Source: an optimization exercise on an open RTL-to-GDS flow (aim: a short achievable clock period and few clock cycles). Production flows keep margins and buffers that such runs may drop. At most, simulation tests tie the RTL to the original design; equivalence was not proved. The RTL of runs 1 and 2 was laid out without a check of its function. Power figures rest on the tool's default switching activity, not on a simulated workload.

--- flow/design.v ---
module mux(
    input [31:0] valor1,
    input [31:0] valor2,
    input sinal_mux,
    output [31:0] endereco_saida
);
    assign endereco_saida = (sinal_mux == 0) ? valor1 : valor2;
endmodule
module PC(
    input clock,
    input reset,
    input wire [31:0] endereco_pc,  
    output reg [31:0] endereco_saida  
);
always @(posedge clock) begin
    if (reset) begin
        endereco_saida <= 32'b0;
    end
    else begin
        endereco_saida <= endereco_pc;
    end
end
endmodule
module BRegistradores(
    input clock,                   
    input reg_escrita,              
    input [4:0] endereco_regd,      
    input [4:0] endereco_reg1,      
    input [4:0] endereco_reg2,      
    input [31:0] dado_escrita,      
    output reg [31:0] valor_reg1,   
    output reg [31:0] valor_reg2    
);
    reg [31:0] registradores[1:31];  
    always @(posedge clock) begin
        if (reg_escrita && endereco_regd != 0) begin  
            registradores[endereco_regd] <= dado_escrita;
        end
    end
    always @(*) begin
        if (endereco_reg1 == 5'd0) valor_reg1 = 32'b0;
        else valor_reg1 = registradores[endereco_reg1];
    end
    always @(*) begin
        if (endereco_reg2 == 5'd0) valor_reg2 = 32'b0;
        else valor_reg2 = registradores[endereco_reg2];
    end
endmodule
module ImmGen (
    input [31:0] instrucao, 
    input [6:0] opcode,
    output reg [31:0] imm_estendido
);
    always @(*) begin
        case(opcode)
            7'b0010011:  
                imm_estendido = {{20{instrucao[31]}}, instrucao[31:20]}; 
            7'b0000011:   
                imm_estendido = {{20{instrucao[31]}}, instrucao[31:20]}; 
            7'b0100011:   
                imm_estendido = {{20{instrucao[31]}}, instrucao[31:25], instrucao[11:7]}; 
            7'b1100011:   
                imm_estendido = {{19{instrucao[31]}}, instrucao[31], instrucao[7], instrucao[30:25], instrucao[11:8], 1'b0}; 
            default:     imm_estendido = 32'b0;  
        endcase
    end
endmodule
module ALU (
    input wire [3:0] resultado_alu_control,
    input wire [31:0] valor1,
    input wire [31:0] valor2,
    output reg [31:0] resultado_alu,
    output reg resultado_desvio  
);
    always @(*) begin
        resultado_desvio = 1'b0;
        case(resultado_alu_control)
            4'b0000: resultado_alu = valor1 & valor2;  
            4'b0001: resultado_alu = valor1 | valor2;  
            4'b0010: resultado_alu = valor1 + valor2;  
            4'b0011: resultado_alu = valor1 << valor2[4:0];  
            4'b0110: begin
                resultado_alu = valor1 - valor2;  
                resultado_desvio = (resultado_alu != 32'b0);  
            end
            default: resultado_alu = 32'b0;
        endcase
    end
endmodule
module ALUControl (
    input wire [1:0] ALUop,  
    input wire [2:0] funct3,  
    output reg [3:0] operacao_selecionada  
);
always @(*) begin 
    case (ALUop)
        2'b00: operacao_selecionada = 4'b0010;  
        2'b01: operacao_selecionada = 4'b0110;  
        2'b10: begin
            case(funct3)
                3'b110:operacao_selecionada = 4'b0001;  
                3'b000:operacao_selecionada = 4'b0010;  
                3'b001:operacao_selecionada = 4'b0011;  
                default:operacao_selecionada = 4'b1111;  
            endcase
        end
        2'b11: operacao_selecionada = 4'b0000;  
        default: operacao_selecionada = 4'b1111;  
    endcase
end
endmodule
module Controle (
    input wire [6:0] opcode,         
    input wire [6:0] funct7,          
    input wire [2:0] funct3,          
    output reg [1:0] ALUop,            
    output reg sinal_leitura,          
    output reg sinal_escrita,          
    output reg reg_escrita,            
    output reg ALUSrc,                 
    output reg branch,                 
    output reg MemToReg                
);
    always @(*) begin
        case (opcode)
            7'b0000011: begin  
                ALUop = 2'b00;    
                sinal_leitura = 1;
                sinal_escrita = 0;
                reg_escrita = 1;
                ALUSrc = 1;
                branch = 0;
                MemToReg = 1;
            end
            7'b0100011: begin  
                ALUop = 2'b00;    
                sinal_leitura = 0;
                sinal_escrita = 1;
                reg_escrita = 0;
                ALUSrc = 1;
                branch = 0;
                MemToReg = 0;
            end
            7'b0110011: begin  
                ALUop = 2'b10;    
                sinal_leitura = 0;
                sinal_escrita = 0;
                reg_escrita = 1;
                ALUSrc = 0;
                branch = 0;
                MemToReg = 0;
            end
            7'b0010011: begin  
                ALUop = 2'b11;  
                sinal_leitura = 0;
                sinal_escrita = 0;
                reg_escrita = 1;
                ALUSrc = 1;
                branch = 0;
                MemToReg = 0;
            end
            7'b1100011: begin  
                ALUop = 2'b01;    
                sinal_leitura = 0;
                sinal_escrita = 0;
                reg_escrita = 0;
                ALUSrc = 0;
                branch = 1;
                MemToReg = 0;
            end
            default: begin  
                ALUop = 2'b00;
                sinal_leitura = 0;
                sinal_escrita = 0;
                reg_escrita = 0;
                ALUSrc = 0;
                branch = 0;
                MemToReg = 0;
            end
        endcase
    end
endmodule
module Processador(
    input clock,
    input reset,
    output [31:0] imem_endereco,
    input  [31:0] imem_instrucao,
    output [31:0] dmem_endereco,
    output [15:0] dmem_dado_escrita,
    output        dmem_escrita,
    input  [15:0] dmem_dado_leitura
);
    reg [31:0] pc_f;
    reg        id_valid;
    reg [31:0] id_pc;
    reg [31:0] id_ir;
    reg        ex_valid;
    reg [31:0] ex_fall;       
    reg [4:0]  ex_rd;
    reg        ex_wr;         
    reg        ex_load;
    reg        ex_store;
    reg        ex_branch;
    reg        ex_use_imm;
    reg        ex_op_add, ex_op_or, ex_op_and, ex_op_sll;
    reg [31:0] ex_a, ex_b, ex_imm;
    reg        ex_fa_mem, ex_fa_wb, ex_fb_mem, ex_fb_wb;
    reg [31:0] mem_res;       
    reg [15:0] mem_sd;
    reg        mem_we;
    reg        mem_load;
    reg        mem_wr;
    reg [4:0]  mem_rd;
    reg [31:0] wb_val;
    reg        wb_wr;
    reg [4:0]  wb_rd;
    reg [31:0] regs [1:31];
    assign imem_endereco     = pc_f;
    assign dmem_endereco     = mem_res;
    assign dmem_dado_escrita = mem_sd;
    assign dmem_escrita      = mem_we;
    wire [6:0] opc = id_ir[6:0];
    wire [4:0] rs1 = id_ir[19:15];
    wire [4:0] rs2 = id_ir[24:20];
    wire [4:0] rd  = id_ir[11:7];
    wire [2:0] f3  = id_ir[14:12];
    wire d_r      = (opc == 7'b0110011);
    wire d_andi   = (opc == 7'b0010011);
    wire d_load   = (opc == 7'b0000011);
    wire d_store  = (opc == 7'b0100011);
    wire d_branch = (opc == 7'b1100011);
    wire d_use2   = d_r | d_store | d_branch;
    wire d_wr     = (d_r | d_andi | d_load) & (rd != 5'd0);
    wire [31:0] imm_i = {{20{id_ir[31]}}, id_ir[31:20]};
    wire [31:0] imm_s = {{20{id_ir[31]}}, id_ir[31:25], id_ir[11:7]};
    wire [31:0] imm_b = {{19{id_ir[31]}}, id_ir[31], id_ir[7], id_ir[30:25], id_ir[11:8], 1'b0};
    wire [31:0] rf1 = (rs1 == 5'd0) ? 32'd0 : (wb_wr && wb_rd == rs1) ? wb_val : regs[rs1];
    wire [31:0] rf2 = (rs2 == 5'd0) ? 32'd0 : (wb_wr && wb_rd == rs2) ? wb_val : regs[rs2];
    wire ex_wr_v  = ex_valid & ex_wr;
    wire fa_mem   = ex_wr_v && ex_rd == rs1;
    wire fb_mem   = ex_wr_v && ex_rd == rs2;
    wire fa_wb    = mem_wr && mem_rd == rs1;
    wire fb_wb    = mem_wr && mem_rd == rs2;
    wire stall = id_valid & ex_valid & ex_load & ex_wr &
                 ((ex_rd == rs1) | (d_use2 & (ex_rd == rs2)));
    wire id_go    = id_valid & ~stall;
    wire id_redir = id_go & d_branch;
    wire [31:0] id_target = id_pc + imm_b;
    wire [31:0] a  = ex_fa_mem ? mem_res : ex_fa_wb ? wb_val : ex_a;
    wire [31:0] b  = ex_fb_mem ? mem_res : ex_fb_wb ? wb_val : ex_b;
    wire [31:0] b2 = ex_use_imm ? ex_imm : b;
    wire [31:0] sum = a + b2;
    wire [31:0] res = ex_op_add ? sum :
                      ex_op_or  ? (a | b2) :
                      ex_op_and ? (a & b2) :
                                  (a << b2[4:0]);
    wire ex_mispred = ex_valid & ex_branch & (a == b);
    always @(posedge clock) begin
        if (reset) begin
            pc_f     <= 32'd0;
            id_valid <= 1'b0;
            ex_valid <= 1'b0;
            mem_we   <= 1'b0;
            mem_wr   <= 1'b0;
            mem_load <= 1'b0;
            wb_wr    <= 1'b0;
        end else begin
            if (ex_mispred) begin
                pc_f     <= ex_fall;
                id_valid <= 1'b0;
            end else if (id_redir) begin
                pc_f     <= id_target;
                id_valid <= 1'b0;
            end else if (!stall) begin
                pc_f     <= pc_f + 32'd4;
                id_valid <= 1'b1;
            end
            ex_valid <= id_go & ~ex_mispred;
            mem_we   <= ex_valid & ex_store;
            mem_wr   <= ex_valid & ex_wr;
            mem_load <= ex_load;
            wb_wr    <= mem_wr;
        end
    end
    always @(posedge clock) begin
        if (!stall && !ex_mispred) begin
            id_pc <= pc_f;
            id_ir <= imem_instrucao;
        end
        if (!stall) begin
            ex_fall    <= id_pc + 32'd4;
            ex_rd      <= rd;
            ex_wr      <= d_wr;
            ex_load    <= d_load;
            ex_store   <= d_store;
            ex_branch  <= d_branch;
            ex_use_imm <= d_andi | d_load | d_store;
            ex_op_add  <= d_load | d_store | (d_r & f3 == 3'b000);
            ex_op_or   <= d_r & f3 == 3'b110;
            ex_op_and  <= d_andi;
            ex_op_sll  <= d_r & f3 == 3'b001;
            ex_a       <= rf1;
            ex_b       <= rf2;
            ex_imm     <= d_store ? imm_s : imm_i;
            ex_fa_mem  <= fa_mem;
            ex_fa_wb   <= fa_wb;
            ex_fb_mem  <= fb_mem;
            ex_fb_wb   <= fb_wb;
        end
        mem_res <= res;
        mem_sd  <= b[15:0];
        mem_rd  <= ex_rd;
        wb_val  <= mem_load ? {{16{dmem_dado_leitura[15]}}, dmem_dado_leitura} : mem_res;
        wb_rd   <= mem_rd;
        if (wb_wr) regs[wb_rd] <= wb_val;
    end
endmodule
--- flow/run.sh ---
#!/bin/bash
# synth_recipe.tcl (not shown) runs the flow's synth.tcl, then flattens the netlist and writes it again
# the make line also repeats each setting of config.mk as NAME=value (left out here)
make -C /OpenROAD-flow-scripts/flow DESIGN_CONFIG=/design/flow/config.mk WORK_HOME=/design/flow/orfs CLKGATE_MAP_FILE= SYNTH_SCRIPT=/design/flow/synth_recipe.tcl finish
--- flow/config.mk ---
export PLATFORM = sky130hd
export DESIGN_NAME = Processador
export DESIGN_NICKNAME = Processador
export VERILOG_FILES = /design/flow/design.v
export SDC_FILE = /design/flow/constraint.sdc
export NUM_CORES = 4
export LEC_CHECK = 0
export CAP_MARGIN = 20
export CORE_MARGIN = 2
export CORE_UTILIZATION = 40
export SLEW_MARGIN = 20
--- flow/constraint.sdc ---
create_clock -name core_clock -period 10.5 [get_ports {clock}]
set_input_delay 2.1000 -clock core_clock [delete_from_list [all_inputs] [get_ports {clock}]]
set_output_delay 2.1000 -clock core_clock [all_outputs]
set_load 0.01 [all_outputs]
==> impl_metrics.json, run 1 <==
{
  "clock_latency_ns": 0.78,
  "critPathLaunch": "wb_val[0]",
  "async_reset_ff_share_pct": 0,
  "first_pass_iters": 5,
  "fin_setup_tns_ns": 0,
  "p_seq_share_pct": 48.8,
  "synthFlopType": "edfxtp_1",
  "slew_headroom_pct": 25.7,
  "slew_violations": 0,
  "numCtsBuffers": 142,
  "post-cts-setup-buffers": 0,
  "timing.rr.end": "mem_res[28]",
  "synth_area_leaders": "edfxtp_1 54%, mux4_2 15%, mux2i_1 4.6%, dfxtp_1 3.9%, a21oi_1 2.3%",
  "start_kind": "register",
  "power.internal_mw": 9.41,
  "cts_resized": 0,
  "ff2ff_setup_slack_ns": 5.01,
  "path_clk_slew_ns": 0.06,
  "final_cells": 6891,
  "portBuffers": 130,
  "powerDensity_nw_per_um2": 173,
  "hold_buffers": 0,
  "period_share_pct": 52.3,
  "place_hpwl_mm": 124,
  "syn2layout_area_growth_pct": 12.8,
  "ios": 131,
  "p_switching_mw": 3.48,
  "hold_violations": 0,
  "syn_area_per_cell_um2": 14.5,
  "root_buffer": "clkbuf_16",
  "fin_hold_ws_ns": 0.401,
  "dieArea_um2": 168000,
  "cp.arrival_ns": 6.13,
  "finalWorstSetupSlack_ns": 5.01,
  "critPathKind": "register to register",
  "switching_share_pct": 27.0,
  "crit_path_max_fanout": 35,
  "grt_use_total_pct": 25.0,
  "grt_pass1_wl_mm": 306,
  "antenna_left": 0,
  "synth_top_area_share_pct": 53.8,
  "power_frac_comb_pct": 13.7,
  "reg2regPathDepth": 13,
  "rsz0062_at_grt": "no",
  "wl_mm": 213,
  "drcViolationCount": 0,
  "netlist_instances": 4531,
  "p_leak_nw": 25.2,
  "yosys.area.top_type": "edfxtp_1",
  "dp.cells": 6634,
  "pre_cts_ws_ns": 5.09,
  "fmax_ghz": 0.182,
  "synth_fp_nets": 4676,
  "cts_max_level": 4,
  "fp.dieW_um": 410,
  "peakVddDrop_mv": 0.153,
  "r2r_start": "wb_val[0]",
  "ys_ff_latch": 1309,
  "grt_overflow": 0,
  "drtIter0Drc": 5666,
  "dieHeight_um": 410,
  "hp-start": "mem_rd[4]",
  "synth_cell_types": 90,
  "critPathMaxStageDelay_ns": 1.05,
  "cap_violations": 0,
  "finalSetupViolations": 0,
  "grt_max_degree": 97,
  "floorplan.initialDensity_pct": 40.4,
  "cts_tree": "done",
  "cp_cell_sequence": "mux2i_1 > a221o_1 > inv_2 > ha_1 > inv_1 > fa_1 > maj3_1 > a2111oi_2 > nand4b_1 > a31oi_1 > o21ai_2 > a41oi_1 > o311a_1",
  "ys_seq_area_share_pct": 57.7,
  "clock_power_share_pct": 37.4,
  "viasPerCell": 6.31,
  "core_um2": 163000,
  "grt_pass1_vias": 43396,
  "finalCriticalPeriod_ns": 5.49,
  "synth-edff-count": 1181,
  "place.gp.congestion": 0.902,
  "finClkSkew_ns": 0.0364,
  "yosys_warnings": 1,
  "wl_per_cell_um": 31.0,
  "nNetsFinal": 4748,
  "num_rows": 148,
  "final_layout_size_suffix_gt1_share_pct": 20.3,
  "syn-cell-area_um2": 65900,
  "cts_buffer_depth": 3,
  "required_ns": 11.14,
  "post-route-util_pct": 45.6,
  "cts.sinks": 1309,
  "min_to": "wb_rd[4]",
  "vias": 43496,
  "holdPathStages": 0,
  "crit_path_top_delay_cell": "dfxtp_1",
  "antenna_found_initial": 2,
  "status": "finished clean",
  "critPathCaptureType": "register",
  "diodes": 0,
  "worst_pin_slew_ns": 1.11,
  "hp-class": "register to register"
}
per-layer routing:
layer / global-route usage [%] / up-vias / part of all wire, %
met3: 4.29 / 438 / 8.6
li1: - / 18228 / -
met4: 9.97 / 0 / 4.1
met5: 0 / - / 0
met2: 39.9 / 2307 / 47
met1: 34.0 / 22523 / 40
cell type report:
cell class	count	area, um^2
fill	14264	88800
clock buffer	185	3760
tap	2175	2720
sequential	1309	38000
inverter	124	473
clock inverter	72	671
multi-input combinational	2775	26400
timing repair buffer	251	2310
flip-flops by register name, indices dropped and copies added (netlist names), 5 cells and up:
name / cells
mem_rd: 5
id_ir: 32
regs: 992
wb_rd: 5
ex_fall: 32
mem_res: 32
ex_imm: 12
ex_a: 32
wb_val: 32
mem_sd: 16
pc_f: 32
ex_b: 32
id_pc: 32
ex_rd: 5
worst max path at each step:
stage,cells after the start,end
after floorplan,10,pc_f[10]
after global placement,14,mem_res[28]
after detailed placement,13,mem_res[28]
after CTS,13,mem_res[28]
after global routing,14,mem_res[28]
final,13,mem_res[28]
stage by stage:
stage,power (mW),cell area [um^2]
after floorplan,7.38,65900
after global placement,8.15,69900
after detailed placement,8.15,69900
after CTS,12.9,74400
after global routing,13.3,74400
final,12.9,74400
critical path: cells and delay by family (launching register included):
family	cells	cell delay, ns
fa+ha+maj	3	1.22
mux	1	0.23
buf+inv	2	0.69
compound gates	6	1.96
flops	1	1.05
simple gates	1	0.20
cell families after synthesis:
logic type      synth area share [%]
fa+ha+maj                       1.86
buf+inv                         2.75
simple gates                    5.36
mux                             21.7
compound gates                  8.79
xor+xnor                        1.81
flops                           57.7
cells in the final DEF, fill, tap and decap left out, types with 118 or more instances in the layout:
cell / instances
nand2_1: 192
inv_1: 118
mux2i_1: 306
mux4_2: 433
a21oi_1: 306
o21ai_0: 201
nor2_1: 217
edfxtp_1: 1181
clkdlybuf4s50_1: 130
clkbuf_16: 142
mux2_2: 130
synthesized netlist by cell type (6+ instances only):
| library cell | instances |
|---|---|
| nor4_1 | 17 |
| ha_1 | 93 |
| inv_1 | 119 |
| o21ai_1 | 20 |
| a211oi_1 | 18 |
| nand2_1 | 194 |
| a21oi_1 | 306 |
| nand3_1 | 56 |
| nand4_1 | 24 |
| o221ai_1 | 45 |
| a31oi_1 | 14 |
| xor2_1 | 56 |
| o21ai_0 | 201 |
| nor3b_1 | 7 |
| or3_1 | 7 |
| edfxtp_1 | 1181 |
| nor2b_1 | 38 |
| nand2b_1 | 18 |
| nor3_1 | 96 |
| clkbuf_1 | 208 |
| and2_1 | 9 |
| buf_2 | 51 |
| xnor2_1 | 80 |
| o22ai_1 | 9 |
| a221oi_1 | 105 |
| o21a_1 | 45 |
| buf_6 | 6 |
| nor2_1 | 248 |
| mux2_2 | 130 |
| nand3b_1 | 9 |
| mux2i_1 | 306 |
| a21o_1 | 30 |
| and3_1 | 21 |
| a41oi_1 | 6 |
| buf_1 | 52 |
| a311oi_1 | 9 |
| dfxtp_1 | 128 |
| buf_4 | 6 |
| o211ai_1 | 18 |
| mux4_2 | 433 |
| a2111oi_0 | 6 |
power groups by stage:
stage | sequential (mW) | combinational (mW) | clock [mW]
after floorplan | 6.36 | 1.01 | 0
after global placement | 6.40 | 1.75 | 0
after detailed placement | 6.40 | 1.75 | 0
after CTS | 6.30 | 1.75 | 4.89
after global routing | 6.31 | 1.89 | 5.10
final | 6.30 | 1.77 | 4.83
==> run 2: changes to the inputs <==
--- a/flow/design.v
+++ b/flow/design.v
@@ -196,2 +196,3 @@
     reg [31:0] id_ir;
+    reg        stall_r;       
     reg        ex_valid;
@@ -203,6 +204,5 @@
     reg        ex_branch;
-    reg        ex_use_imm;
-    reg        ex_op_add, ex_op_or, ex_op_and, ex_op_sll;
-    reg [31:0] ex_a, ex_b, ex_imm;
-    reg        ex_fa_mem, ex_fa_wb, ex_fb_mem, ex_fb_wb;
+    reg        ex_op_add, ex_op_or, ex_op_and;
+    reg [31:0] ex_a, ex_b, ex_b2;    
+    reg        ex_fa_mem, ex_fa_wb, ex_fb_mem, ex_fb_wb, ex_fc_mem, ex_fc_wb;
     reg [31:0] mem_res;       
@@ -231,3 +231,3 @@
     wire d_branch = (opc == 7'b1100011);
-    wire d_use2   = d_r | d_store | d_branch;
+    wire d_imm    = d_andi | d_load | d_store;
     wire d_wr     = (d_r | d_andi | d_load) & (rd != 5'd0);
@@ -235,3 +235,2 @@
     wire [31:0] imm_s = {{20{id_ir[31]}}, id_ir[31:25], id_ir[11:7]};
-    wire [31:0] imm_b = {{19{id_ir[31]}}, id_ir[31], id_ir[7], id_ir[30:25], id_ir[11:8], 1'b0};
     wire [31:0] rf1 = (rs1 == 5'd0) ? 32'd0 : (wb_wr && wb_rd == rs1) ? wb_val : regs[rs1];
@@ -243,15 +242,18 @@
     wire fb_wb    = mem_wr && mem_rd == rs2;
-    wire stall = id_valid & ex_valid & ex_load & ex_wr &
-                 ((ex_rd == rs1) | (d_use2 & (ex_rd == rs2)));
+    wire stall    = stall_r & id_valid;
     wire id_go    = id_valid & ~stall;
-    wire id_redir = id_go & d_branch;
-    wire [31:0] id_target = id_pc + imm_b;
+    wire [31:0] fi    = imem_instrucao;
+    wire        f_bne = (fi[6:0] == 7'b1100011);
+    wire [31:0] f_immb = {{19{fi[31]}}, fi[31], fi[7], fi[30:25], fi[11:8], 1'b0};
+    wire [31:0] f_target = pc_f + f_immb;
+    wire        f_use2 = (fi[6:0] == 7'b0110011) | (fi[6:0] == 7'b0100011) | f_bne;
+    wire        f_dep  = (fi[19:15] == rd) | (f_use2 & (fi[24:20] == rd));
     wire [31:0] a  = ex_fa_mem ? mem_res : ex_fa_wb ? wb_val : ex_a;
     wire [31:0] b  = ex_fb_mem ? mem_res : ex_fb_wb ? wb_val : ex_b;
-    wire [31:0] b2 = ex_use_imm ? ex_imm : b;
+    wire [31:0] b2 = ex_fc_mem ? mem_res : ex_fc_wb ? wb_val : ex_b2;
     wire [31:0] sum = a + b2;
     wire [31:0] res = ex_op_add ? sum :
-                      ex_op_or  ? (a | b2) :
-                      ex_op_and ? (a & b2) :
-                                  (a << b2[4:0]);
+                      ex_op_or  ? (a | b) :
+                      ex_op_and ? (a & ex_b2) :
+                                  (a << b[4:0]);
     wire ex_mispred = ex_valid & ex_branch & (a == b);
@@ -260,2 +262,3 @@
             pc_f     <= 32'd0;
+            stall_r  <= 1'b0;
             id_valid <= 1'b0;
@@ -270,9 +273,7 @@
                 id_valid <= 1'b0;
-            end else if (id_redir) begin
-                pc_f     <= id_target;
-                id_valid <= 1'b0;
             end else if (!stall) begin
-                pc_f     <= pc_f + 32'd4;
+                pc_f     <= f_bne ? f_target : pc_f + 32'd4;
                 id_valid <= 1'b1;
             end
+            stall_r  <= id_go & d_load & d_wr & f_dep;
             ex_valid <= id_go & ~ex_mispred;
@@ -285,7 +286,5 @@
     always @(posedge clock) begin
-        if (!stall && !ex_mispred) begin
+        if (!stall) begin
             id_pc <= pc_f;
             id_ir <= imem_instrucao;
-        end
-        if (!stall) begin
             ex_fall    <= id_pc + 32'd4;
@@ -296,3 +295,2 @@
             ex_branch  <= d_branch;
-            ex_use_imm <= d_andi | d_load | d_store;
             ex_op_add  <= d_load | d_store | (d_r & f3 == 3'b000);
@@ -300,6 +298,5 @@
             ex_op_and  <= d_andi;
-            ex_op_sll  <= d_r & f3 == 3'b001;
             ex_a       <= rf1;
             ex_b       <= rf2;
-            ex_imm     <= d_store ? imm_s : imm_i;
+            ex_b2      <= d_imm ? (d_store ? imm_s : imm_i) : rf2;
             ex_fa_mem  <= fa_mem;
@@ -308,2 +305,4 @@
             ex_fb_wb   <= fb_wb;
+            ex_fc_mem  <= fb_mem & ~d_imm;
+            ex_fc_wb   <= fb_wb & ~d_imm;
         end
==> flow/flow/run.sh (new file) <==
#!/bin/bash
set -euo pipefail
bash standard.sh SETUP_SLACK_MARGIN=${MARGIN:-8} finish > standard_flow.log 2>&1
==> flow/standard.sh (new file) <==
#!/bin/bash
# synth_recipe.tcl (not shown) runs the flow's synth.tcl, then flattens the netlist and writes it again
# the make line also repeats each setting of config.mk as NAME=value (left out here)
make -C /OpenROAD-flow-scripts/flow DESIGN_CONFIG=/design/flow/config.mk WORK_HOME=/design/flow/orfs CLKGATE_MAP_FILE= SYNTH_SCRIPT=/design/flow/synth_recipe.tcl "${@:-finish}"
removed: flow/run.sh
==> run 2 against run 1 <==
  * Fmax up 48%
  * Critical endpoint is now pc_f[31]
  * Still clean
  * Utilization up 7.1 points
  * Largest cell class unchanged
  * Wire length up 16%
  * Cell count up 9.1%
  * Total power up 9.5%
  * Die area up 2.0%
  * Non-clock buffer count up 567
==> impl_metrics.json, run 2 <==
{
  "status": "finished clean",
  "regMostFlops": "regs",
  "synth_fp_nets": 4710,
  "fillCellCount": 13474,
  "vias": 48220,
  "root_buffer": "clkbuf_16",
  "syn2layout_area_growth_pct": 30.8,
  "wl_per_cell_um": 33.0,
  "critical-path-top-delay-family": "compound AO/OA/AOI/OAI gates",
  "numCtsBuffers": 141,
  "largest_reg_flops": 992,
  "cts_buffer_depth": 3,
  "synthFlopType": "edfxtp_1",
  "clock_latency_ns": 0.80,
  "timing.rr.end": "mem_res[30]",
  "slew_violations": 0,
  "hp-start": "mem_rd[2]",
  "crit_path_max_fanout": 3,
  "fmax_ghz": 0.270,
  "final_cell_mix": "1202 x edfxtp_1, 505 x mux4_2, 370 x buf_4",
  "grt_overflow": 0,
  "reg2regPathDepth": 14,
  "finClkSkew_ns": 0.0328,
  "switching_share_pct": 27.8,
  "wl_mm": 248,
  "start_kind": "input port",
  "synth-edff-count": 1202,
  "fp.dieW_um": 414,
  "period_share_pct": 35.3,
  "dieArea_um2": 171000,
  "floorplan.initialDensity_pct": 40.3,
  "drtIter0Drc": 7194,
  "yosysMostFrequentCell": "edfxtp_1",
  "critPathMaxStageDelay_ns": 0.36,
  "drcViolationCount": 0,
  "grt_use_total_pct": 27.9,
  "synth_commonest_cells": "1202 x edfxtp_1, 505 x mux4_2, 296 x nand2_1",
  "cap_violations": 0,
  "cts_tree": "done",
  "holdPathStages": 0,
  "synth_cell_types": 87,
  "core_um2": 167000,
  "min_to": "wb_rd[2]",
  "power_frac_comb_pct": 19.7,
  "ff2ff_setup_slack_ns": 6.94,
  "critPathCaptureType": "register",
  "grt_max_degree": 97,
  "cts.sinks": 1336,
  "viasPerCell": 6.41,
  "cts_max_level": 4,
  "critPathKind": "input port to register",
  "finalSetupViolations": 0,
  "grt_pass1_wl_mm": 345,
  "path_clk_slew_ns": 0.06,
  "finalCriticalPeriod_ns": 3.70,
  "antenna_found_initial": 5,
  "synth_area_leaders": "edfxtp_1 54%, mux4_2 17%, mux2i_1 4.3%, dfxtp_1 4.0%, a21oi_1 1.9%",
  "yosys.area.top_type": "edfxtp_1",
  "p_leak_nw": 30.8,
  "first_pass_iters": 6,
  "worst_pin_slew_ns": 1.13,
  "ys_ff_latch": 1336,
  "hp-class": "register to register",
  "required_ns": 11.18,
  "ios": 131,
  "powerDensity_nw_per_um2": 160,
  "slew_headroom_pct": 24.7,
  "place.gp.congestion": 0.946,
  "crit_path_top_delay_cell": "a211o_1",
  "finalPower_mw": 14.1,
  "path_buf_inv": 2,
  "final_common_cell": "edfxtp_1",
  "nNetsFinal": 5345,
  "fin_setup_tns_ns": 0,
  "grt_pass1_vias": 47112,
  "netlist_instances": 4562,
  "place_hpwl_mm": 130,
  "peakVddDrop_mv": 0.146,
  "yosys_warnings": 1,
  "syn_area_per_cell_um2": 14.7,
  "power.internal_mw": 10.2,
  "clock_power_share_pct": 35.5,
  "syn-cell-area_um2": 67300,
  "synth_top_area_share_pct": 53.7,
  "crit_cells": 12,
  "final_layout_size_suffix_gt1_share_pct": 42.3,
  "ys_seq_area_share_pct": 57.6,
  "r2r_start": "ex_fa_wb",
  "async_reset_ff_share_pct": 0,
  "num_rows": 150,
  "cp_cell_sequence": "buf_8 > ha_4 > inv_2 > fa_2 > nand2b_4 > a21o_1 > a211o_1 > a31oi_4 > a31oi_4 > o31a_1 > a31o_1 > o2111a_1",
  "p_seq_share_pct": 44.9,
  "p_switching_mw": 3.93,
  "diodes": 0,
  "cp.arrival_ns": 4.38,
  "rsz0062_at_grt": "yes",
  "cpMostUsedCell": "a31oi_4",
  "antenna_left": 0,
  "hold_violations": 0,
  "dieHeight_um": 414,
  "portBuffers": 130
}
==> run 2: cell count changes in the layout (fill, tap and decap cells not counted), sizes merged, moves of 17 or more <==
cell	delta
buf	+635
a211oi	+26
a21oi	-47
clkdlybuf4s50	-108
nor3	-36
mux4	+72
mux2	-49
edfxtp	+21
o21a	-17
nand2	+102
a31oi	+27
a221oi	-39
==> run 2: cell families (layout without fill, tap and decap cells) <==
family,after synthesis,after routing,share of synthesized area (%)
xor gates and xnor gates,115,115,1.50
and+or+nand+nor,844,845,5.70
DFF,1336,1336,57.6
adders and majority gates,98,98,1.85
buffers and inverters,439,1189,2.67
AOI/OAI and AO/OA,846,846,7.91
muxes,884,884,22.7
==> run 2: what timing repair did <==
action,CTS,global route
hold buffers,0,0
pin swaps,166,166
resized for setup,1370,373
endpoints found under the setup margin,1027,565
buffers inserted,354,135
gates cloned,59,15
==> run 2: how the worst max path moves through the flow <==
stage	startpoint	end	slack (ns)
after detailed placement	imem_instrucao[31]	pc_f[31]	5.01
after floorplan	imem_instrucao[8]	pc_f[31]	6.25
final	imem_instrucao[8]	pc_f[31]	6.80
after global placement	imem_instrucao[31]	pc_f[29]	5.02
after global routing	imem_instrucao[8]	pc_f[31]	6.75
after CTS	imem_instrucao[8]	pc_f[31]	6.82
==> run 2: final cells by class <==
cell class,count,area [um^2],area share (%)
inverter,112,457,0.519
tap,2204,2760,3.13
timing repair buffer,818,10200,11.6
clock buffer,183,3820,4.35
sequential,1336,39100,44.4
multi-input combinational,2788,30900,35.2
clock inverter,76,699,0.795
==> run 2: through the flow <==
stage / setup slack (ns) / instances / hold WS (ns) / util (%) / area (um^2)
4_1_cts: 6.82 / 7367 / 0.389 / 50.8 / 84800
6_report: 6.80 / 7517 / 0.388 / 52.7 / 88000
3_3_place_gp: 5.02 / 6695 / 0.380 / 42.9 / 71700
2_1_floorplan: 6.25 / 4562 / 0.373 / - / 68000
3_5_place_dp: 5.01 / 6695 / 0.383 / 42.9 / 71700
5_1_grt: 6.75 / 7517 / 0.400 / 52.7 / 88000
==> run 2: worst register-to-register path: cells and delay by family (launching register included) <==
kind                     cells  cell delay [ns]
AO/OA/AOI/OAI                7             1.78
AND/OR/NAND/NOR              2             0.22
adder cells (fa/ha/maj)      1             0.33
flip-flops                   1             0.37
buffers and inverters        3             0.43
multiplexers                 1             0.29
==> run 2: power by group through the flow <==
| stage | registers [mW] | logic, mW | clock network [mW] |
|---|---|---|---|
| final | 6.33 | 2.78 | 5.01 |
| after global routing | 6.34 | 2.90 | 5.25 |
| after CTS | 6.33 | 2.53 | 5.04 |
| after detailed placement | 6.47 | 1.92 | 0 |
| after global placement | 6.47 | 1.91 | 0 |
| after floorplan | 6.54 | 1.07 | 0 |
==> run 2: layer usage <==
metal	GRT usage [%]	vias to the layer above	routed length (um)	share of wire (%)
met5	0	-	52	0.021
met4	11.0	8	11400	4.6
met3	5.99	553	29300	12
met2	42.7	3134	112000	45
met1	38.9	24865	95800	39
li1	-	19660	-	-
==> run 3: changes to the inputs <==
--- a/flow/design.v
+++ b/flow/design.v
@@ -67,23 +67,26 @@
 endmodule
-module ALU (
-    input wire [3:0] resultado_alu_control,
-    input wire [31:0] valor1,
-    input wire [31:0] valor2,
-    output reg [31:0] resultado_alu,
-    output reg resultado_desvio  
+module ALU #(parameter W = 32, parameter L = 5) (
+    input  [W-1:0] a,
+    input  [W-1:0] b,
+    output [W-1:0] s
 );
-    always @(*) begin
-        resultado_desvio = 1'b0;
-        case(resultado_alu_control)
-            4'b0000: resultado_alu = valor1 & valor2;  
-            4'b0001: resultado_alu = valor1 | valor2;  
-            4'b0010: resultado_alu = valor1 + valor2;  
-            4'b0011: resultado_alu = valor1 << valor2[4:0];  
-            4'b0110: begin
-                resultado_alu = valor1 - valor2;  
-                resultado_desvio = (resultado_alu != 32'b0);  
+    wire [W-1:0] g [0:L];
+    wire [W-1:0] p [0:L];
+    assign g[0] = a & b;
+    assign p[0] = a ^ b;
+    genvar k, i;
+    generate
+        for (k = 0; k < L; k = k + 1) begin : lvl
+            for (i = 0; i < W; i = i + 1) begin : bit_
+                if (i >= (1 << k)) begin : comb
+                    assign g[k+1][i] = g[k][i] | (p[k][i] & g[k][i-(1<<k)]);
+                    assign p[k+1][i] = p[k][i] & p[k][i-(1<<k)];
+                end else begin : pass
+                    assign g[k+1][i] = g[k][i];
+                    assign p[k+1][i] = p[k][i];
+                end
             end
-            default: resultado_alu = 32'b0;
-        endcase
-    end
+        end
+    endgenerate
+    assign s = p[0] ^ {g[L][W-2:0], 1'b0};
 endmodule
@@ -203,6 +206,5 @@
     reg        ex_store;
-    reg        ex_branch;
+    reg        ex_branch;     
     reg        ex_op_add, ex_op_or, ex_op_and;
     reg [31:0] ex_a, ex_b, ex_b2;    
-    reg        ex_fa_mem, ex_fa_wb, ex_fb_mem, ex_fb_wb, ex_fc_mem, ex_fc_wb;
     reg [31:0] mem_res;       
@@ -238,6 +240,7 @@
     wire ex_wr_v  = ex_valid & ex_wr;
-    wire fa_mem   = ex_wr_v && ex_rd == rs1;
-    wire fb_mem   = ex_wr_v && ex_rd == rs2;
-    wire fa_wb    = mem_wr && mem_rd == rs1;
-    wire fb_wb    = mem_wr && mem_rd == rs2;
+    wire fa_ex    = ex_wr_v && ex_rd == rs1;
+    wire fb_ex    = ex_wr_v && ex_rd == rs2;
+    wire fa_mem   = mem_wr && mem_rd == rs1;
+    wire fb_mem   = mem_wr && mem_rd == rs2;
+    wire [31:0] mem_val = mem_load ? {{16{dmem_dado_leitura[15]}}, dmem_dado_leitura} : mem_res;
     wire stall    = stall_r & id_valid;
@@ -246,10 +249,19 @@
     wire        f_bne = (fi[6:0] == 7'b1100011);
+    wire        f_jmp = f_bne & (fi[19:15] != fi[24:20]);
     wire [31:0] f_immb = {{19{fi[31]}}, fi[31], fi[7], fi[30:25], fi[11:8], 1'b0};
-    wire [31:0] f_target = pc_f + f_immb;
+    wire [12:0] f_lo;
+    wire        f_c13;
+    ALU #(.W(14), .L(4)) add_tgt (.a({1'b0, pc_f[12:0]}), .b({1'b0, f_immb[12:0]}), .s({f_c13, f_lo}));
+    wire [18:0] pc_hi   = pc_f[31:13];
+    wire [18:0] pc_hi_p = pc_hi + 19'd1;
+    wire [18:0] pc_hi_m = pc_hi - 19'd1;
+    wire [18:0] f_hi    = (fi[31] == f_c13) ? pc_hi : fi[31] ? pc_hi_m : pc_hi_p;
+    wire [31:0] f_target = {f_hi, f_lo};
     wire        f_use2 = (fi[6:0] == 7'b0110011) | (fi[6:0] == 7'b0100011) | f_bne;
     wire        f_dep  = (fi[19:15] == rd) | (f_use2 & (fi[24:20] == rd));
-    wire [31:0] a  = ex_fa_mem ? mem_res : ex_fa_wb ? wb_val : ex_a;
-    wire [31:0] b  = ex_fb_mem ? mem_res : ex_fb_wb ? wb_val : ex_b;
-    wire [31:0] b2 = ex_fc_mem ? mem_res : ex_fc_wb ? wb_val : ex_b2;
-    wire [31:0] sum = a + b2;
+    wire [31:0] a  = ex_a;
+    wire [31:0] b  = ex_b;
+    wire [31:0] b2 = ex_b2;
+    wire [31:0] sum;
+    ALU add_ex (.a(a), .b(b2), .s(sum));
     wire [31:0] res = ex_op_add ? sum :
@@ -259,2 +271,4 @@
     wire ex_mispred = ex_valid & ex_branch & (a == b);
+    wire [31:0] op1 = fa_ex ? res : fa_mem ? mem_val : rf1;
+    wire [31:0] op2 = fb_ex ? res : fb_mem ? mem_val : rf2;
     always @(posedge clock) begin
@@ -274,3 +288,3 @@
             end else if (!stall) begin
-                pc_f     <= f_bne ? f_target : pc_f + 32'd4;
+                pc_f     <= f_jmp ? f_target : pc_f + 32'd4;
                 id_valid <= 1'b1;
@@ -294,3 +308,3 @@
             ex_store   <= d_store;
-            ex_branch  <= d_branch;
+            ex_branch  <= d_branch & (rs1 != rs2);
             ex_op_add  <= d_load | d_store | (d_r & f3 == 3'b000);
@@ -298,11 +312,5 @@
             ex_op_and  <= d_andi;
-            ex_a       <= rf1;
-            ex_b       <= rf2;
-            ex_b2      <= d_imm ? (d_store ? imm_s : imm_i) : rf2;
-            ex_fa_mem  <= fa_mem;
-            ex_fa_wb   <= fa_wb;
-            ex_fb_mem  <= fb_mem;
-            ex_fb_wb   <= fb_wb;
-            ex_fc_mem  <= fb_mem & ~d_imm;
-            ex_fc_wb   <= fb_wb & ~d_imm;
+            ex_a       <= op1;
+            ex_b       <= op2;
+            ex_b2      <= d_imm ? (d_store ? imm_s : imm_i) : op2;
         end
@@ -311,3 +319,3 @@
         mem_rd  <= ex_rd;
-        wb_val  <= mem_load ? {{16{dmem_dado_leitura[15]}}, dmem_dado_leitura} : mem_res;
+        wb_val  <= mem_val;
         wb_rd   <= mem_rd;
==> run 3 against run 2 <==
  * Still clean on timing, DRC and antenna
  * Die area fell by 0.73%
  * First-iteration DRC count rose by 3.6%
  * Critical path depth rose by 1
  * Critical endpoint is now pc_f[13]
  * Largest power group unchanged
  * Highest routed layer unchanged
==> impl_metrics.json, run 3 <==
{
  "synth_commonest_cells": "1196 x edfxtp_1, 559 x mux4_2, 298 x nor2_1",
  "finalPower_mw": 14.2,
  "grt_pass1_vias": 46838,
  "p_leak_nw": 30.8,
  "nNetsFinal": 5184,
  "num_rows": 149,
  "place_hpwl_mm": 131,
  "required_ns": 11.13,
  "first_pass_iters": 9,
  "fmax_ghz": 0.260,
  "synth_compound_area_share_pct": 8.49,
  "drtIter0Drc": 7450,
  "synth_cell_types": 86,
  "cts_max_level": 4,
  "status": "finished clean",
  "cp-endpoint": "pc_f[13]",
  "finalSetupViolations": 0,
  "vias": 47907,
  "holdPathStages": 0,
  "reg2regPathDepth": 12,
  "final_layout_size_suffix_gt1_share_pct": 44.5,
  "worst_pin_slew_ns": 1.15,
  "syn_area_per_cell_um2": 15.3,
  "fp.dieW_um": 413,
  "fin_setup_tns_ns": 0,
  "netlist_instances": 4358,
  "synth_xor_area_share_pct": 1.72,
  "core_um2": 165000,
  "portBuffers": 130,
  "timing.rr.end": "ex_b2[6]",
  "diodes": 0,
  "root_buffer": "clkbuf_16",
  "dieArea_um2": 170000,
  "floorplan.initialDensity_pct": 40.4,
  "synth_fp_nets": 4507,
  "syn-cell-area_um2": 66800,
  "cp.arrival_ns": 4.48,
  "period_share_pct": 36.6,
  "critPathKind": "input port to register",
  "synth_top_family_by_area": "multiplexers",
  "hold_buffers": 0,
  "synth_mux_area_share_pct": 21.9,
  "drcViolationCount": 0,
  "antenna_left": 0,
  "slew_violations": 0,
  "yosys.area.top_type": "edfxtp_1",
  "ios": 131,
  "fillCellCount": 13108,
  "cts.sinks": 1335,
  "hp-class": "register to register",
  "synth-edff-count": 1196,
  "largest_reg_flops": 992,
  "clock_latency_ns": 0.81,
  "final_common_cell": "edfxtp_1",
  "ys_seq_area_share_pct": 58.0,
  "grt_use_total_pct": 28.7,
  "synth_top_area_share_pct": 53.8,
  "dieHeight_um": 413,
  "powerDensity_nw_per_um2": 162,
  "yosys.area_share.simple_pct": 5.28,
  "critPathLaunch": "imem_instrucao[8]",
  "hp-start": "ex_b[8]",
  "critPathCaptureType": "register",
  "viasPerCell": 6.53,
  "hold_violations": 0,
  "yosys_warnings": 3,
  "finalCriticalPeriod_ns": 3.85,
  "synthFlopType": "edfxtp_1",
  "finClkSkew_ns": 0.0353,
  "grt_overflow": 0,
  "rsz0062_at_grt": "yes",
  "cts_tree": "done",
  "final_cell_mix": "1196 x edfxtp_1, 559 x mux4_2, 386 x buf_4",
  "start_kind": "input port",
  "wl_per_cell_um": 33.8,
  "ff2ff_setup_slack_ns": 7.14,
  "wl_mm": 248,
  "path_clk_slew_ns": 0.06,
  "synth_area_leaders": "edfxtp_1 54%, mux4_2 19%, dfxtp_1 4.2%, mux2i_1 2.5%, a211oi_1 1.9%",
  "syn2layout_area_growth_pct": 30.9,
  "async_reset_ff_share_pct": 0,
  "numCtsBuffers": 142,
  "pre_cts_ws_ns": 4.90,
  "yosys.area_share.adder_pct": 1.89,
  "slew_headroom_pct": 23.4,
  "grt_pass1_wl_mm": 347,
  "crit_path_max_fanout": 5,
  "finalWorstSetupSlack_ns": 6.65,
  "cap_violations": 0,
  "cts_buffer_depth": 3,
  "regMostFlops": "regs",
  "peakVddDrop_mv": 0.186,
  "antenna_found_initial": 3,
  "multiInputGateArea_um2": 30400,
  "seq_area_um2": 39000,
  "grt_max_degree": 106,
  "yosysMostFrequentCell": "edfxtp_1",
  "ys_ff_latch": 1335,
  "place.gp.congestion": 0.936
}
## run 3: metal layers
metal | vias up | wire [um] | track usage (%)
li1 | 19179 | - | -
met1 | 24754 | 92600 | 38.8
met2 | 3333 | 113000 | 43.8
met3 | 635 | 29600 | 7.39
met4 | 6 | 12600 | 12.4
met5 | - | 34 | 0
## run 3: kinds of logic (layout without fill, tap and decap cells)
logic type / count (synthesis) / in the layout
and+or+nand+nor: 777 / 785
xor gates and xnor gates: 131 / 131
DFF: 1335 / 1335
muxes: 755 / 755
AOI/OAI and AO/OA: 837 / 837
buffers and inverters: 424 / 1205
adders and majority gates: 99 / 99
## run 3: report_power, final
part	switching, mW	internal [mW]
combinational	1.33	1.23
sequential	0.366	6.17
clock	2.20	2.87
total	3.89	10.3
## run 3: layout make-up
class / count / area share, %
multi-input combinational: 2607 / 34.7
inverter: 117 / 0.591
timing repair buffer: 832 / 11.7
tap: 2189 / 3.13
sequential: 1335 / 44.6
clock inverter: 79 / 0.898
clock buffer: 177 / 4.35
## run 3: worst min path at each step
| stage | slack (ns) | endpoint |
|---|---|---|
| after floorplan | 0.34 | mem_sd[1] |
| after global placement | 0.36 | mem_sd[14] |
| after detailed placement | 0.35 | mem_sd[11] |
| after CTS | 0.37 | mem_sd[11] |
| after global routing | 0.38 | mem_sd[11] |
| final | 0.37 | mem_sd[8] |
## run 3: worst max-delay path, cell delays in order
cell,delay (ns)
buf_8,0.10
ha_4,0.15
fa_2,0.37
a211oi_4,0.27
o21a_1,0.16
o211ai_1,0.14
nor4bb_1,0.17
or3_4,0.43
buf_6,0.16
buf_6,0.12
a21oi_4,0.11
xnor2_1,0.12
a211oi_1,0.08
## run 3: what timing repair did
item                       4_1_cts  5_1_grt
setup buffers                  379      156
pin swaps                      212      186
gates resized for setup       1348      306
gates cloned                    69        9
setup endpoints to repair      934      410
## run 3: metrics by stage
stage / area [um^2] / hold WS, ns / instances / utilization [%]
global placement: 70900 / 0.356 / 6465 / 42.9
global route: 87400 / 0.382 / 7336 / 52.9
CTS: 84300 / 0.374 / 7171 / 51.0
detailed placement: 70900 / 0.353 / 6467 / 42.9
finish: 87400 / 0.374 / 7336 / 52.9
floorplan: 67400 / 0.343 / 4358 / -
Testbench counts of run 3, summed over its fixed seeds: cycles 15,042.
==> run 4: changes to the inputs <==
--- a/flow/design.v
+++ b/flow/design.v
@@ -247,2 +247,3 @@
     wire id_go    = id_valid & ~stall;
+    wire [31:0] id_fall = id_pc + 32'd4;
     wire [31:0] fi    = imem_instrucao;
@@ -271,2 +272,6 @@
     wire ex_mispred = ex_valid & ex_branch & (a == b);
+    wire ex_sum_zero = ((a ^ b2) == {a[30:0] | b2[30:0], 1'b0});
+    wire id_bpt      = d_branch & (rs1 != rs2);
+    wire id_nt       = id_go & id_bpt & ex_op_add & ex_sum_zero &
+                       ((fa_ex & (rs2 == 5'd0)) | (fb_ex & (rs1 == 5'd0)));
     wire [31:0] op1 = fa_ex ? res : fa_mem ? mem_val : rf1;
@@ -287,2 +292,5 @@
                 id_valid <= 1'b0;
+            end else if (id_nt) begin
+                pc_f     <= id_fall;
+                id_valid <= 1'b0;
             end else if (!stall) begin
@@ -303,3 +311,5 @@
             id_ir <= imem_instrucao;
-            ex_fall    <= id_pc + 32'd4;
+        end
+        begin
+            ex_fall    <= id_fall;
             ex_rd      <= rd;
@@ -308,3 +318,3 @@
             ex_store   <= d_store;
-            ex_branch  <= d_branch & (rs1 != rs2);
+            ex_branch  <= id_bpt & ~id_nt;
             ex_op_add  <= d_load | d_store | (d_r & f3 == 3'b000);
==> run 4 against run 3 <==
  * Critical path type unchanged
  * Die area up 0.12%
  * Via count down 0.26%
  * Sequential power barely moved
  * Register-to-register slack got worse by 0.13 ns
  * Largest power group unchanged
  * Utilization down 0.75 points
  * Worst setup slack improved by 0.069 ns
  * Non-clock buffer count decreased by 72
  * First-iteration DRC count is 9.7% lower
  * Fmax up 1.8%
  * Cell area is 0.64% lower
  * Synthesized cell count increased by 4.2%
==> impl_metrics.json, run 4 <==
{
  "holdPathStages": 0,
  "slew_violations": 0,
  "critPathKind": "input port to register",
  "num_rows": 150,
  "synth_top_area_share_pct": 47.4,
  "ys_seq_area_share_pct": 55.8,
  "finalPower_mw": 14.2,
  "regMostFlops": "regs",
  "status": "finished clean",
  "synth_fp_nets": 4720,
  "timing.rr.end": "ex_b2[2]",
  "multiInputGateArea_um2": 31700,
  "floorplan.initialDensity_pct": 40.1,
  "portBuffers": 130,
  "viasPerCell": 6.42,
  "synth_area_leaders": "edfxtp_1 47%, mux4_2 19%, dfxtp_1 8.4%, mux2i_1 2.5%, ha_1 2.4%",
  "reg2regPathDepth": 17,
  "hold_violations": 0,
  "netlist_instances": 4540,
  "finClkSkew_ns": 0.0313,
  "grt_use_total_pct": 28.6,
  "yosysMostFrequentCell": "edfxtp_1",
  "synth-edff-count": 1056,
  "worst_pin_slew_ns": 1.32,
  "core_um2": 167000,
  "async_reset_ff_share_pct": 0,
  "drcViolationCount": 0,
  "nNetsFinal": 5298,
  "crit_path_max_fanout": 7,
  "design_area_um2": 86800,
  "ios": 131,
  "wl_per_cell_um": 33.3,
  "cts_buffer_depth": 3,
  "hp-class": "register to register",
  "wl_mm": 248,
  "place_hpwl_mm": 132,
  "fillCellCount": 13415,
  "cp.arrival_ns": 4.49,
  "min_to": "mem_sd[9]",
  "synth_commonest_cells": "1056 x edfxtp_1, 566 x mux4_2, 279 x dfxtp_1",
  "final_layout_size_suffix_gt1_share_pct": 43.6,
  "clock_latency_ns": 0.81,
  "fin_setup_tns_ns": 0,
  "pre_cts_ws_ns": 5.06,
  "dieArea_um2": 170000,
  "post_dp_cell_area_um2": 71000,
  "vias": 47783,
  "hp-start": "ex_b[9]",
  "finalSetupViolations": 0,
  "p_leak_nw": 30.6,
  "rsz0062_at_grt": "yes",
  "path_clk_slew_ns": 0.06,
  "fp.dieW_um": 413,
  "final_cell_mix": "1056 x edfxtp_1, 566 x mux4_2, 332 x buf_4",
  "ff2ff_setup_slack_ns": 7.01,
  "synthFlopType": "edfxtp_1",
  "grt_max_degree": 72,
  "required_ns": 11.21,
  "place.gp.congestion": 0.990,
  "powerDensity_nw_per_um2": 164,
  "dieHeight_um": 413,
  "clock_power_share_pct": 35.6,
  "cts_max_level": 4,
  "p_switching_mw": 3.99,
  "cap_violations": 0,
  "finalWorstSetupSlack_ns": 6.72,
  "power.internal_mw": 10.3,
  "post-route-util_pct": 52.1,
  "p_seq_share_pct": 45.8,
  "root_buffer": "clkbuf_16",
  "fin_hold_ws_ns": 0.349,
  "syn-cell-area_um2": 66900,
  "antenna_found_initial": 2,
  "grt_pass1_vias": 47256,
  "grt_pass1_wl_mm": 346,
  "cts_tree": "done",
  "yosys_warnings": 3,
  "yosys.area.top_type": "edfxtp_1",
  "synth_cell_types": 94,
  "final_cells": 7440,
  "ys_ff_latch": 1335,
  "drtIter0Drc": 6725,
  "switching_share_pct": 28.0,
  "syn_area_per_cell_um2": 14.7,
  "period_share_pct": 36.0,
  "antenna_left": 0,
  "hold_buffers": 0,
  "syn2layout_area_growth_pct": 29.9,
  "numCtsBuffers": 143,
  "seq_area_um2": 37700,
  "dp.cells": 6645,
  "critPathCaptureType": "register",
  "slew_headroom_pct": 11.8,
  "power_frac_comb_pct": 18.5,
  "start_kind": "input port",
  "final_common_cell": "edfxtp_1",
  "peakVddDrop_mv": 0.195,
  "first_pass_iters": 6,
  "grt_overflow": 0,
  "cts.sinks": 1335,
  "fmax_ghz": 0.265,
  "largest_reg_flops": 992,
  "finalCriticalPeriod_ns": 3.78
}
## run 4: logic make-up after synthesis
logic type	after synthesis	synth area share, %
flip-flops	1335	55.8
adder cells (fa/ha/maj)	130	2.47
buffers and inverters	483	3.25
XOR/XNOR	172	2.25
multiplexers	773	22.2
AND/OR/NAND/NOR	800	5.69
AO/OA/AOI/OAI	847	8.31
## run 4: what timing repair did
action                                   CTS  global route
gates resized for setup                 1381           341
endpoints found under the setup margin   786           485
pin swaps                                203           200
buffers inserted                         345           120
gates cloned                              61             6
## run 4: worst max-delay path, cell delays in order
cell      delay (ns)
buf_8           0.11
ha_4            0.16
fa_2            0.37
a211oi_4        0.26
o21a_1          0.20
o21ai_2         0.09
a2111o_1        0.39
and3_4          0.20
nor2_4          0.16
buf_12          0.13
buf_16          0.12
a211oi_2        0.05
nor3_1          0.15
## run 4: how the worst max path moves through the flow
stage / cells past startpoint / to / startpoint / slack, ns
floorplan: 10 / pc_f[31] / imem_instrucao[8] / 6.26
global placement: 10 / pc_f[13] / imem_instrucao[5] / 5.14
detailed placement: 10 / pc_f[14] / imem_instrucao[5] / 5.06
CTS: 13 / pc_f[14] / imem_instrucao[8] / 6.83
global route: 13 / pc_f[29] / imem_instrucao[8] / 6.61
finish: 13 / pc_f[29] / imem_instrucao[8] / 6.72
## run 4: final cells by class
class | instances | share of cell area, %
antenna | 1 | 0.00288
timing repair inverter | 1 | 0.00576
tap | 2204 | 3.18
clock buffer | 192 | 4.49
inverter | 154 | 0.705
clock inverter | 70 | 0.813
timing repair buffer | 760 | 10.9
sequential | 1335 | 43.4
multi-input combinational | 2723 | 36.4
## run 4: power by group through the flow
stage	sequential (mW)	clock, mW	combinational (mW)
after floorplan	6.42	0	1.19
after global placement	6.64	0	1.73
after global routing	6.56	5.31	2.75
final	6.53	5.07	2.64
after CTS	6.52	5.11	2.38
after detailed placement	6.65	0	1.73
## run 4: routing by layer
layer	track usage, %	routed length (um)
met5	0	0
met3	6.03	26900
met2	43.8	113000
met4	15.4	15200
met1	38.1	93300
Testbench counts of run 4, summed over its fixed seeds: cycles 14,875.
==> run 5: changes to the inputs <==
--- a/flow/design.v
+++ b/flow/design.v
@@ -248,2 +248,5 @@
     wire [31:0] id_fall = id_pc + 32'd4;
+    wire [31:0] imm_b   = {{19{id_ir[31]}}, id_ir[31], id_ir[7], id_ir[30:25], id_ir[11:8], 1'b0};
+    wire [31:0] id_target = id_pc + imm_b;
+    wire id_far   = id_target[31:13] != id_pc[31:13];
     wire [31:0] fi    = imem_instrucao;
@@ -253,9 +256,4 @@
     wire [12:0] f_lo;
-    wire        f_c13;
-    ALU #(.W(14), .L(4)) add_tgt (.a({1'b0, pc_f[12:0]}), .b({1'b0, f_immb[12:0]}), .s({f_c13, f_lo}));
-    wire [18:0] pc_hi   = pc_f[31:13];
-    wire [18:0] pc_hi_p = pc_hi + 19'd1;
-    wire [18:0] pc_hi_m = pc_hi - 19'd1;
-    wire [18:0] f_hi    = (fi[31] == f_c13) ? pc_hi : fi[31] ? pc_hi_m : pc_hi_p;
-    wire [31:0] f_target = {f_hi, f_lo};
+    ALU #(.W(13), .L(4)) add_tgt (.a(pc_f[12:0]), .b(f_immb[12:0]), .s(f_lo));
+    wire [31:0] f_target = {pc_f[31:13], f_lo};
     wire        f_use2 = (fi[6:0] == 7'b0110011) | (fi[6:0] == 7'b0100011) | f_bne;
@@ -295,2 +293,5 @@
                 id_valid <= 1'b0;
+            end else if (id_go && id_bpt && id_far) begin
+                pc_f     <= id_target;
+                id_valid <= 1'b0;
             end else if (!stall) begin
==> run 5 against run 4 <==
  * Clock skew rose by 0.0097 ns
  * Synthesized cell count is 4.5% higher
  * Cell area increased by 1.7%
  * Sequential cell count unchanged
  * Still clean
==> impl_metrics.json, run 5 <==
{
  "regMostFlops": "regs",
  "root_buffer": "clkbuf_16",
  "hold_violations": 0,
  "vias": 49172,
  "finClkSkew_ns": 0.0410,
  "synth-edff-count": 1056,
  "num_rows": 150,
  "grt_use_total_pct": 28.3,
  "yosysMostFrequentCell": "edfxtp_1",
  "critPathMaxStageDelay_ns": 0.56,
  "dieHeight_um": 415,
  "cts.sinks": 1335,
  "crit_cells": 13,
  "finalPower_mw": 14.2,
  "grt_pass1_vias": 47956,
  "synth_cell_types": 89,
  "first_pass_iters": 8,
  "wl_mm": 252,
  "hold_buffers": 0,
  "yosys_warnings": 3,
  "grt_max_degree": 81,
  "numCtsBuffers": 142,
  "cpMostUsedCell": "a311oi_1",
  "core_um2": 168000,
  "largest_reg_flops": 992,
  "p_switching_mw": 4.01,
  "p_leak_nw": 31.4,
  "netlist_instances": 4743,
  "cp-endpoint": "pc_f[16]",
  "yosys.area.top_type": "edfxtp_1",
  "cts_max_level": 4,
  "cts_tree": "done",
  "cap_violations": 0,
  "ys_ff_latch": 1335,
  "final_cells": 7637,
  "p_seq_share_pct": 45.8,
  "cp.arrival_ns": 4.92,
  "start_kind": "register",
  "path_clk_slew_ns": 0.07,
  "synthFlopType": "edfxtp_1",
  "reg2regPathDepth": 13,
  "cp_cell_sequence": "buf_6 > bufbuf_16 > ha_2 > inv_1 > or4_4 > o21bai_1 > a311oi_1 > nand4_1 > nor4_4 > and4_4 > o221ai_4 > buf_4 > a311oi_1",
  "final_layout_size_suffix_gt1_share_pct": 42.6,
  "cts_buffer_depth": 3,
  "r2r_start": "id_ir[31]",
  "clock_power_share_pct": 35.4,
  "power_frac_comb_pct": 18.8,
  "critPathKind": "register to register",
  "viasPerCell": 6.44,
  "grt_pass1_wl_mm": 351,
  "timing.rr.end": "pc_f[16]",
  "rsz0062_at_grt": "yes",
  "critPathLaunch": "id_ir[31]",
  "portBuffers": 130,
  "syn_area_per_cell_um2": 14.3,
  "nNetsFinal": 5508,
  "fmax_ghz": 0.234,
  "finalCriticalPeriod_ns": 4.27,
  "final_common_cell": "edfxtp_1",
  "finalSetupViolations": 0,
  "fin_setup_tns_ns": 0,
  "final_cell_mix": "1056 x edfxtp_1, 569 x mux4_2, 327 x buf_4",
  "switching_share_pct": 28.2,
  "place_hpwl_mm": 130,
  "dp.cells": 6827,
  "ys_seq_area_share_pct": 55.2,
  "grt_overflow": 0,
  "hp-class": "register to register",
  "peakVddDrop_mv": 0.160,
  "post-route-util_pct": 52.7,
  "critPathCaptureType": "register",
  "antenna_found_initial": 4,
  "dieArea_um2": 172000,
  "power.internal_mw": 10.2,
  "powerDensity_nw_per_um2": 161,
  "crit_path_top_delay_cell": "or4_4",
  "clock_latency_ns": 0.81,
  "drcViolationCount": 0,
  "floorplan.initialDensity_pct": 40.3,
  "worst_pin_slew_ns": 1.20,
  "status": "finished clean",
  "critical-path-top-delay-family": "simple AND/OR/NAND/NOR gates",
  "period_share_pct": 40.6,
  "fin_hold_ws_ns": 0.344,
  "slew_headroom_pct": 19.7,
  "synth_fp_nets": 4935,
  "syn2layout_area_growth_pct": 30.6,
  "required_ns": 11.16,
  "slew_violations": 0,
  "crit_path_max_fanout": 16,
  "wl_per_cell_um": 33.0,
  "ff2ff_setup_slack_ns": 6.23,
  "fp.dieW_um": 415,
  "ios": 131,
  "synth_area_leaders": "edfxtp_1 47%, mux4_2 19%, dfxtp_1 8.3%, mux2i_1 2.6%, ha_1 2.6%",
  "path_buf_inv": 4,
  "drtIter0Drc": 7251,
  "async_reset_ff_share_pct": 0,
  "antenna_left": 0,
  "synth_commonest_cells": "1056 x edfxtp_1, 569 x mux4_2, 347 x nor2_1",
  "synth_top_area_share_pct": 46.9,
  "syn-cell-area_um2": 67600,
  "place.gp.congestion": 0.942
}
==> run 5: how the worst min path moves through the flow <==
stage	slack, ns	end	from	cells past startpoint
after CTS	0.34	mem_sd[14]	ex_b[14]	0
after global placement	0.34	mem_sd[14]	ex_b[14]	0
after floorplan	0.33	mem_sd[1]	ex_b[1]	0
after global routing	0.36	mem_sd[11]	ex_b[11]	0
after detailed placement	0.34	mem_sd[14]	ex_b[14]	0
final	0.34	mem_sd[14]	ex_b[14]	0
==> run 5: cell families (layout without fill, tap and decap cells) <==
group	count (synthesis)	in the layout	share of synthesized area, %
compound gates	859	859	8.25
simple gates	888	898	5.96
buf+inv	535	1214	3.11
fa+ha+maj	142	142	2.66
flops	1335	1335	55.2
mux	778	778	22.1
xor+xnor	206	206	2.75
other cells	0	1	0
==> run 5: timing repair <==
item / CTS / global route
gates resized for setup: 1344 / 332
endpoints found under the setup margin: 973 / 747
hold endpoints to repair: 0 / 0
gates cloned: 81 / 13
setup buffers: 327 / 128
pin swaps: 192 / 194
==> run 5: power groups by stage <==
stage,Combinational [mW],Clock (mW),Sequential (mW)
after floorplan,1.17,0,6.42
after detailed placement,1.74,0,6.62
after global routing,2.78,5.27,6.53
after global placement,1.74,0,6.61
final,2.67,5.03,6.51
after CTS,2.41,5.05,6.50
==> run 5: per-stage QoR <==
stage	setup WS (ns)	instance area, um^2
after floorplan	6.46	68600
after detailed placement	5.28	72100
final	6.23	88300
after CTS	6.28	85500
after global routing	6.22	88300
after global placement	5.34	72100
==> run 5: final cells by class <==
type                       count  area [um^2]
clock buffer                 191         3980
sequential                  1335        37700
tap                         2204         2760
timing repair buffer         760         9860
fill                       13337        79300
clock inverter                69          602
antenna                        1         2.50
multi-input combinational   2883        32700
inverter                     194          742
==> run 5: routing by layer <==
metal  vias to the layer above  wire, um  GRT usage (%)
met4                         8     15000           14.4
li1                      19974         -              -
met3                       688     27700           6.65
met1                     25340     94300           37.6
met5                         -        54              0
met2                      3162    115000           43.6
Testbench counts of run 5, summed over its fixed seeds: cycles 14,875.

## static timing again, ports no longer ideal
In the flow no input, the clock included, has a driving cell. The finished layouts below were timed again as built, in two steps.
Step 1: set_driving_cell puts a clkbuf_16 on clock and a buf_2 on each other input, an assumption about the parent block.
Step 2, shift: input delay + t, output delay - t, t = (earliest + latest rising clock arrival at the registers) / 2. This alone moves slack from input paths to output paths.
a / b / c = no drivers / after step 1 / after step 2; a / b = the first two.
run	t, ns	setup slack, ns	worst hold slack (ns)	worst setup path at the end	worst slew at a driven data input, ns
run 1	0.837	5.007 / 5.007 / 5.007	0.401 / 0.401 / 0.401	register to register	0.06
run 2	0.860	6.796 / 6.816 / 5.956	0.388 / 0.388 / 0.388	input to register	0.09
run 3	0.879	6.654 / 6.700 / 5.820	0.374 / 0.374 / 0.374	input to register	0.12
run 4	0.881	6.723 / 6.772 / 5.890	0.349 / 0.349 / 0.349	input to register	0.10
run 5	0.875	6.234 / 6.234 / 5.591	0.344 / 0.344 / 0.344	input to register	0.07
After both steps every run listed still meets setup and hold. For run 2, which loses most, drivers alone change the setup slack by +0.020 ns; drivers and shift together by -0.840 ns.
